Background: an optimization exercise with open tools, aiming at a short achievable clock period and few clock cycles. Do not read the settings as production practice. Function was checked by simulation only, so behaviour that the tests miss may differ from the original. Power figures rest on the tool's default switching activity, not on a simulated workload.

## zinc
## mips
module mips #(parameter WIDTH = 32, REGBITS = 5)
             (input              clk,
              input              rst,
              output [WIDTH-1:0] pc,
              input  [WIDTH-1:0] instr,
              output [WIDTH-1:0] aluout,
              output [WIDTH-1:0] writedata,
              output             memwrite,
              input  [WIDTH-1:0] readdata);
For scale: ~6100 cells after synthesis, ~160 I/O pins, about 89000 sq um of cells after synthesis.
clock: 12.0 ns
lec_check: 0
abc_clock_period_in_ps: 1000
cap_margin: 20
core_margin: 2
core_utilization: 55
slew_margin: 20
standard.sh (not shown) runs the stock make flow with config.mk's settings and CLKGATE_MAP_FILE= SYNTH_SCRIPT=/design/flow/synth_recipe.tcl, a recipe that flattens the netlist after the stock synthesis.
==> flow/flow/run.sh <==
#!/bin/bash
set -euo pipefail
bash standard.sh SETUP_SLACK_MARGIN=8.5 \
  "CTS_ARGS=-sink_clustering_enable -repair_clock_nets -sink_clustering_size 25 -sink_clustering_max_diameter 100" \
  finish > run_standard.log 2>&1
Testbench counts of zinc, summed over its fixed seeds: cycles 63,671.
Changes in tundra relative to zinc:
--- a/flow/design.v
+++ b/flow/design.v
@@ -15,19 +15,17 @@
     localparam OP_BEQ   = 6'b000100;
     localparam OP_ADDI  = 6'b001000;
     localparam OP_J     = 6'b000010;
     localparam FUNCT_ADD = 6'b100000;
     localparam FUNCT_SUB = 6'b100010;
     localparam FUNCT_AND = 6'b100100;
     localparam FUNCT_OR  = 6'b100101;
     localparam FUNCT_SLT = 6'b101010;
-    reg  [31:0] pc_f;           
-    reg  [31:0] pcn_f;          
-    wire [31:0] pcv_f = ~pcn_f;
+    reg  [31:0] pc_f;
     reg  [31:0] ir_d, pc4_d;
     reg         v_d, pt_d, bh_d;
     reg  [1:0]  bc_d;
     reg         bv   [0:15];
     reg  [5:0]  btag [0:15];
     reg  [9:0]  btgt [0:15];
     reg  [1:0]  bctr [0:15];
     reg  [31:0] pc4_e;
@@ -104,52 +102,42 @@
                         ({32{or_e}}  & (opa | opb)) |
                         {31'd0, slt_e & ltu};
     wire eq_e    = (a_e == b_e);
     wire taken_e = beq_e & (eq_e != pt_e);
     wire [31:0] fix_e = pt_e ? pc4_e : tgt_e;
     wire act_e   = se_e | eq_e;
     wire [3:0] bi_e = pc4_e[5:2] - 4'd1;
     wire [31:0] pcb_e = pc4_e - 32'd4;
-    wire [31:0] pc4_f  = pcv_f + 32'd4;
+    wire [31:0] pc4_f  = pc_f + 32'd4;
     wire        j_f    = (instr[31:26] == OP_J);
     wire [31:0] jtgt_f = {pc4_f[31:28], instr[25:0], 2'b00};
-    wire [3:0]  bi_f   = pcv_f[5:2];
-    wire        bh_f   = bv[bi_f] & (btag[bi_f] == pcv_f[11:6]) & (pcv_f[31:12] == 20'd0);
+    wire [3:0]  bi_f   = pc_f[5:2];
+    wire        bh_f   = bv[bi_f] & (btag[bi_f] == pc_f[11:6]) & (pc_f[31:12] == 20'd0);
     wire [1:0]  bc_f   = bctr[bi_f];
     wire        pt_f   = bh_f & bc_f[1];
     wire [31:0] pcn_mid = redir_d ? tgt_d : pt_f ? {20'd0, btgt[bi_f], 2'b00} : pc4_f;
     wire        j_ok   = j_f & !redir_d;
     assign pc        = pc_f;
     assign aluout    = ao_m;
     assign writedata = wd_m;
     assign memwrite  = mw_m;
     integer i;
     always @(posedge clk) begin
         rst_r <= rst;
         if (rst)
             pc_f <= 32'd0;
         else if (taken_e)
             pc_f <= fix_e;
         else if (stall)
-            pc_f <= pcv_f;
+            pc_f <= pc_f;
         else if (j_ok)
             pc_f <= jtgt_f;
         else
             pc_f <= pcn_mid;
-        if (rst)
-            pcn_f <= ~32'd0;
-        else if (taken_e)
-            pcn_f <= ~fix_e;
-        else if (stall)
-            pcn_f <= pcn_f;
-        else if (j_ok)
-            pcn_f <= ~jtgt_f;
-        else
-            pcn_f <= ~pcn_mid;
         if (rst | taken_e | redir_d)
             v_d <= 1'b0;
         else if (!stall)
             v_d <= !j_f;
         if (!stall) begin
             ir_d  <= instr;
             pc4_d <= pc4_f;
             pt_d  <= pt_f;
### Flow results
Going from zinc to tundra, via count of the first global-routing pass shows a reduction of 308; number of gates given a new drive strength after cts shows an increase of 81.
Final standard cell count with taps included and fillers excluded, zinc and tundra: larger value in zinc
Power consumed by the clock network: zinc and tundra compared, higher one is zinc
The lower slew at the pin closest to its max-slew limit of zinc and tundra is in zinc.
Non-clock buffer count for tundra: 12% up relative to zinc
Synthesized cell count (tundra vs. zinc) decreases slightly
tundra ended up with a lower inverter count than zinc did.
Relative to zinc, the multi-input gate share of the layout cell area of tundra is higher by 0.15 points.
Across both runs, flip-flop and latch share of the layout cell area was lower for tundra than for zinc.
Multi-input combinational cell area of tundra is on par with zinc.
| area fraction of clock buffers and clock inverters | zinc vs tundra | ≈ equal |
Testbench counts of tundra, summed over its fixed seeds: cycles 63,671.

afterwards: timing with drivers on the ports:
The results above use ideal ports. As a check the final layouts listed here were re-extracted and re-timed, cells and wires unchanged.
Step 1 assumes that a clkbuf_16 drives the clock port and a buf_2 every other input.
Step 2 times the ports against the registers' clock, not the clock port: input delays grow and output delays shrink by t, the midpoint of the rising clock arrivals with the driver on.
a / b / c = ideal ports / drivers / drivers and shift; a / b = the first two.
| run | t (ns) | setup WS [ns] | worst setup path after step 2 | clock arrival spread, ns | worst data-port slew with drivers (ns) |
|---|---|---|---|---|---|
| zinc | 0.837 | 8.318 / 8.235 / 7.660 | input to register | 0.045 / 0.044 | 0.09 |
| tundra | 0.841 | 8.327 / 8.248 / 7.661 | input to register | 0.047 / 0.048 | 0.05 |
After both steps setup and hold are still met in every run listed. The setup slack of tundra, which loses most, moves by -0.079 ns with the drivers and by -0.666 ns with both steps.
